What follows belongs to an exercise in optimizing a design on an open flow for small area, a short achievable clock period and few clock cycles; a production flow would make more cautious choices.
RTL that was checked went through simulation tests only; none was proved equivalent to the original.

==> 08-09 <==
Design proc, start of the top module:
module proc (
   imem_addr, dmem_addr, dmem_wdata, dmem_en, dmem_wr, halt,
   clk, rst, imem_rdata, dmem_rdata
   );
==> module proc, before the edit <==
module proc (
   imem_addr, dmem_addr, dmem_wdata, dmem_en, dmem_wr, halt,
   clk, rst, imem_rdata, dmem_rdata
   );
   input clk;
   input rst;
   output [15:0] imem_addr;
   input  [15:0] imem_rdata;
   output [15:0] dmem_addr;
   output [15:0] dmem_wdata;
   output        dmem_en;
   output        dmem_wr;
   input  [15:0] dmem_rdata;
   output        halt;
   reg  [15:0] ir;
   reg  [15:1] f;               
   reg  [15:0] r0, r1, r2, r3, r4, r5, r6, r7;
   wire [4:0]  op = ir[15:11];
   wire [2:0]  rs = ir[10:8];
   wire [2:0]  rt = ir[7:5];
   wire [2:0]  rd = ir[4:2];
   reg  [15:0] a, an, b;
   wire [2:0]  nrs = imem_rdata[10:8];
   always @* begin
      case (nrs)
        3'd0: an = r0; 3'd1: an = r1; 3'd2: an = r2; 3'd3: an = r3;
        3'd4: an = r4; 3'd5: an = r5; 3'd6: an = r6; default: an = r7;
      endcase
      case (rt)
        3'd0: b = r0; 3'd1: b = r1; 3'd2: b = r2; 3'd3: b = r3;
        3'd4: b = r4; 3'd5: b = r5; 3'd6: b = r6; default: b = r7;
      endcase
   end
   wire [15:0] s5  = {{11{ir[4]}}, ir[4:0]};
   wire [15:0] z5  = {11'd0, ir[4:0]};
   wire [15:0] s8  = {{8{ir[7]}}, ir[7:0]};
   wire        jr   = (op[4:2] == 3'b001) & op[0];        
   wire [15:0] agu  = a + (jr ? s8 : s5);
   wire        az   = ~|a;
   wire        bcond = (op[1:0] == 2'b00) ?  az :
                       (op[1:0] == 2'b01) ? ~az :
                       (op[1:0] == 2'b10) ?  a[15] : ~a[15];
   wire        isbr = (op[4:2] == 3'b011);
   wire        isj  = (op[4:2] == 3'b001) & ~op[0];       
   wire        taken = (isbr & bcond) | isj;
   wire [15:1] boff = isj ? {{5{ir[10]}}, ir[10:1]} : {{8{ir[7]}}, ir[7:1]};
   wire [15:1] btgt = f + boff;
   wire [15:1] nxt  = jr ? agu[15:1] : taken ? btgt : f;
   assign imem_addr = {nxt, 1'b0};
   always @(posedge clk) begin
      if (rst) begin
         f  <= 15'd0;
         ir <= {5'b00001, imem_rdata[10:0]};            
      end else begin
         f  <= nxt + 15'd1;
         ir <= imem_rdata;
      end
   end
   assign halt = (op == 5'b00000);
   wire        isst = (op == 5'b10000) | (op == 5'b10011);
   wire        isld = (op == 5'b10001);
   assign dmem_addr  = agu;
   assign dmem_wdata = b;
   assign dmem_en    = isst | isld;
   assign dmem_wr    = isst;
   wire        rfmt = (op[4:3] == 2'b11);
   wire        sub  = rfmt ? ((op[2:0] == 3'b011) ? ir[0] : (op[2:0] == 3'b101 || op[2:0] == 3'b110))
                           : 1'b1;                        
   wire [15:0] ax   = sub ? ~a : a;
   wire [15:0] by   = rfmt ? b : s5;
   wire [16:0] sum  = {1'b0, ax} + {1'b0, by} + {16'd0, sub};
   wire        eq   = (a == b);
   wire        sle  = (a[15] & ~b[15]) | (~(a[15] ^ b[15]) & sum[16]);
   wire        slt  = sle & ~eq;
   wire [15:0] lb   = rfmt ? b : z5;
   wire [15:0] lres = ((rfmt ? ir[0] : op[0]) ? (a & ~lb) : (a ^ lb));
   wire [1:0]  sht  = rfmt ? ir[1:0] : op[1:0];
   wire [3:0]  cnt  = rfmt ? b[3:0] : ir[3:0];
   wire [3:0]  k    = sht[1] ? (4'd0 - cnt) : cnt;
   wire [15:0] t1   = k[0] ? {a[14:0], a[15]}    : a;
   wire [15:0] t2   = k[1] ? {t1[13:0], t1[15:14]} : t1;
   wire [15:0] t3   = k[2] ? {t2[11:0], t2[15:12]} : t2;
   wire [15:0] rot  = k[3] ? {t3[7:0], t3[15:8]}   : t3;
   reg  [15:0] mask;
   integer i;
   always @* begin
      for (i = 0; i < 16; i = i + 1)
        mask[i] = ~sht[0] | (sht[1] ? (15 - i >= cnt) : (i >= cnt));
   end
   wire [15:0] shres = rot & mask;
   reg  [15:0] btr;
   always @* begin
      for (i = 0; i < 16; i = i + 1)
        btr[i] = a[15 - i];
   end
   reg  [15:0] wd;
   reg  [2:0]  wa;
   reg         we;
   always @* begin
      wd = agu; wa = rd; we = 1'b0;
      case (op)
        5'b01000: begin we = 1; wa = rt; wd = agu; end                
        5'b01001: begin we = 1; wa = rt; wd = sum[15:0]; end          
        5'b01010, 5'b01011: begin we = 1; wa = rt; wd = lres; end     
        5'b10100, 5'b10101, 5'b10110, 5'b10111:
                  begin we = 1; wa = rt; wd = shres; end              
        5'b10001: begin we = 1; wa = rt; wd = dmem_rdata; end         
        5'b10011: begin we = 1; wa = rs; wd = agu; end                
        5'b11001: begin we = 1; wa = rd; wd = btr; end                
        5'b11011: begin we = 1; wa = rd; wd = ir[1] ? lres : sum[15:0]; end
        5'b11010: begin we = 1; wa = rd; wd = shres; end
        5'b11100: begin we = 1; wa = rd; wd = {15'd0, eq}; end
        5'b11101: begin we = 1; wa = rd; wd = {15'd0, slt}; end
        5'b11110: begin we = 1; wa = rd; wd = {15'd0, sle}; end
        5'b11111: begin we = 1; wa = rd; wd = {15'd0, sum[16]}; end
        5'b11000: begin we = 1; wa = rs; wd = s8; end                 
        5'b10010: begin we = 1; wa = rs; wd = {a[7:0], ir[7:0]}; end  
        5'b00110, 5'b00111: begin we = 1; wa = 3'd7; wd = {f, 1'b0}; end  
        default: ;
      endcase
   end
   always @(posedge clk)
      a <= (we && wa == nrs) ? wd : an;
   always @(posedge clk) begin
      if (we) begin
         case (wa)
           3'd0: r0 <= wd; 3'd1: r1 <= wd; 3'd2: r2 <= wd; 3'd3: r3 <= wd;
           3'd4: r4 <= wd; 3'd5: r5 <= wd; 3'd6: r6 <= wd; default: r7 <= wd;
         endcase
      end
   end
endmodule
Settings: LEC_CHECK=0, CAP_MARGIN=20, CORE_MARGIN=2, CORE_UTILIZATION=40, SETUP_SLACK_MARGIN=4.5, SLEW_MARGIN=20; clock period 9.0 ns.
run.sh (not shown) runs the stock make flow with config.mk's settings and CLKGATE_MAP_FILE= SYNTH_SCRIPT=/design/flow/synth_recipe.tcl, a recipe that flattens the netlist after the stock synthesis.
==> inputs of 11-01, as changes to 08-09 <==
--- a/flow/design.v
+++ b/flow/design.v
@@ -21,8 +21,7 @@
    wire [2:0]  rd = ir[4:2];
-   reg  [15:0] a, an, b;
-   wire [2:0]  nrs = imem_rdata[10:8];
+   reg  [15:0] a, b;
    always @* begin
-      case (nrs)
-        3'd0: an = r0; 3'd1: an = r1; 3'd2: an = r2; 3'd3: an = r3;
-        3'd4: an = r4; 3'd5: an = r5; 3'd6: an = r6; default: an = r7;
+      case (rs)
+        3'd0: a = r0; 3'd1: a = r1; 3'd2: a = r2; 3'd3: a = r3;
+        3'd4: a = r4; 3'd5: a = r5; 3'd6: a = r6; default: a = r7;
       endcase
@@ -121,4 +120,2 @@
    end
-   always @(posedge clk)
-      a <= (we && wa == nrs) ? wd : an;
    always @(posedge clk) begin
- SETUP_SLACK_MARGIN: 4.5 -> 4.0
==> inputs of 12-18, as changes to 08-09 <==
--- a/flow/design.v
+++ b/flow/design.v
@@ -38,9 +38,4 @@
    wire [15:0] agu  = a + (jr ? s8 : s5);
-   wire        az   = ~|a;
-   wire        bcond = (op[1:0] == 2'b00) ?  az :
-                       (op[1:0] == 2'b01) ? ~az :
-                       (op[1:0] == 2'b10) ?  a[15] : ~a[15];
-   wire        isbr = (op[4:2] == 3'b011);
+   reg         taken;
    wire        isj  = (op[4:2] == 3'b001) & ~op[0];       
-   wire        taken = (isbr & bcond) | isj;
    wire [15:1] boff = isj ? {{5{ir[10]}}, ir[10:1]} : {{8{ir[7]}}, ir[7:1]};
@@ -121,4 +116,13 @@
    end
-   always @(posedge clk)
-      a <= (we && wa == nrs) ? wd : an;
+   wire [15:0] av   = (we && wa == nrs) ? wd : an;
+   wire [4:0]  nop_ = imem_rdata[15:11];
+   wire        naz  = ~|av;
+   wire        nbc  = (nop_[1:0] == 2'b00) ?  naz :
+                      (nop_[1:0] == 2'b01) ? ~naz :
+                      (nop_[1:0] == 2'b10) ?  av[15] : ~av[15];
+   wire        ntk  = ((nop_[4:2] == 3'b011) & nbc) | ((nop_[4:2] == 3'b001) & ~nop_[0]);
+   always @(posedge clk) begin
+      a     <= av;
+      taken <= ~rst & ntk;
+   end
    always @(posedge clk) begin
==> comparison table <==
Run status: 08-09 no timing/DRC/antenna violations; 12-18 no timing/DRC/antenna violations; 11-01 no timing/DRC/antenna violations
Share of layout cells above drive strength 1: 08-09 0.288; 12-18 0.302; 11-01 0.281
Slew HR: 08-09 0.228; 12-18 0.128; 11-01 0.335
Post-route fraction of the period consumed by the critical path: 08-09 0.622; 12-18 0.597; 11-01 0.657
WP buf/inv: 08-09 5; 12-18 4; 11-01 7
Drt pass-1 iters: 08-09 7; 12-18 6; 11-01 8
Startpoint of the most critical hold path: 08-09 r7[6]; 12-18 r7[8]; 11-01 f[13]
Slew at the pin with the worst max-slew slack: 08-09 1.15 ns; 12-18 1.27 ns; 11-01 0.994 ns
Crit-path slowest cell: 08-09 a221o_1; 12-18 a2111oi_4; 11-01 ha_1
Multi-input combinational area share: 08-09 0.533; 12-18 0.543; 11-01 0.516
Worst Hold Path Cells: 08-09 2; 12-18 2; 11-01 4
Slowest Stage Delay on Critical Path: 08-09 0.42 ns; 12-18 0.44 ns; 11-01 0.48 ns
Non-clock buffering overhead: 08-09 0.145; 12-18 0.141; 11-01 0.142
Top sig layer: 08-09 met5; 12-18 met5; 11-01 met4
Core box area: 08-09 0.0356 sq mm; 12-18 0.0357 sq mm; 11-01 0.0316 sq mm
Netlist area before placement: 08-09 0.0144 sq mm; 12-18 0.0146 sq mm; 11-01 0.0129 sq mm
#MultiIn Comb: 08-09 1,296; 12-18 1,308; 11-01 1,096
Gates resized, CTS repair: 08-09 263; 12-18 278; 11-01 228
Row Count: 08-09 69; 12-18 69; 11-01 65
Die width: 08-09 194 microns; 12-18 195 microns; 11-01 183 microns
Seq cells post-synth: 08-09 175; 12-18 176; 11-01 159
First-pass GRT wire length: 08-09 89,500 microns; 12-18 93,800 microns; 11-01 77,900 microns
Post-Route Skew: 08-09 0.0289 ns; 12-18 0.0157 ns; 11-01 0.0188 ns
Drt wl/cell: 08-09 27.2 microns; 12-18 28.7 microns; 11-01 26.1 microns
CTS clk-pin slew, worst paths: 08-09 0.09 ns; 12-18 0.08 ns; 11-01 0.08 ns
Testbench counts of 11-01, summed over its fixed seeds: cycles 87,473.
For 08-09 and 12-18, only the layout was checked, not whether the RTL still works.

## afterwards: timing with drivers on the ports
Ports are ideal in the flow. The routed layouts listed here were re-timed in OpenROAD. Step 1 (the two cells are an assumption about what drives the block):
set clk [get_ports {clk}]
set_driving_cell -lib_cell sky130_fd_sc_hd__clkbuf_16 $clk
set_driving_cell -lib_cell sky130_fd_sc_hd__buf_2 [delete_from_list [all_inputs] $clk]
Step 2 also shifts input and output timing later by t, the mid clock arrival at the registers, as if the neighbouring blocks saw the same clock. Three values: no drivers, after step 1, after step 2; two values: the first two.
| run | shift t [ns] | setup WS [ns] | worst data-port slew with drivers (ns) |
|---|---|---|---|
| 08-09 | 0.510 | 3.400 / 3.351 / 3.705 | 0.04 |
| 11-01 | 0.497 | 3.086 / 3.035 / 3.533 | 0.05 |
| 12-18 | 0.498 | 3.626 / 3.574 / 3.798 | 0.05 |
After both steps every run listed still meets setup and hold.
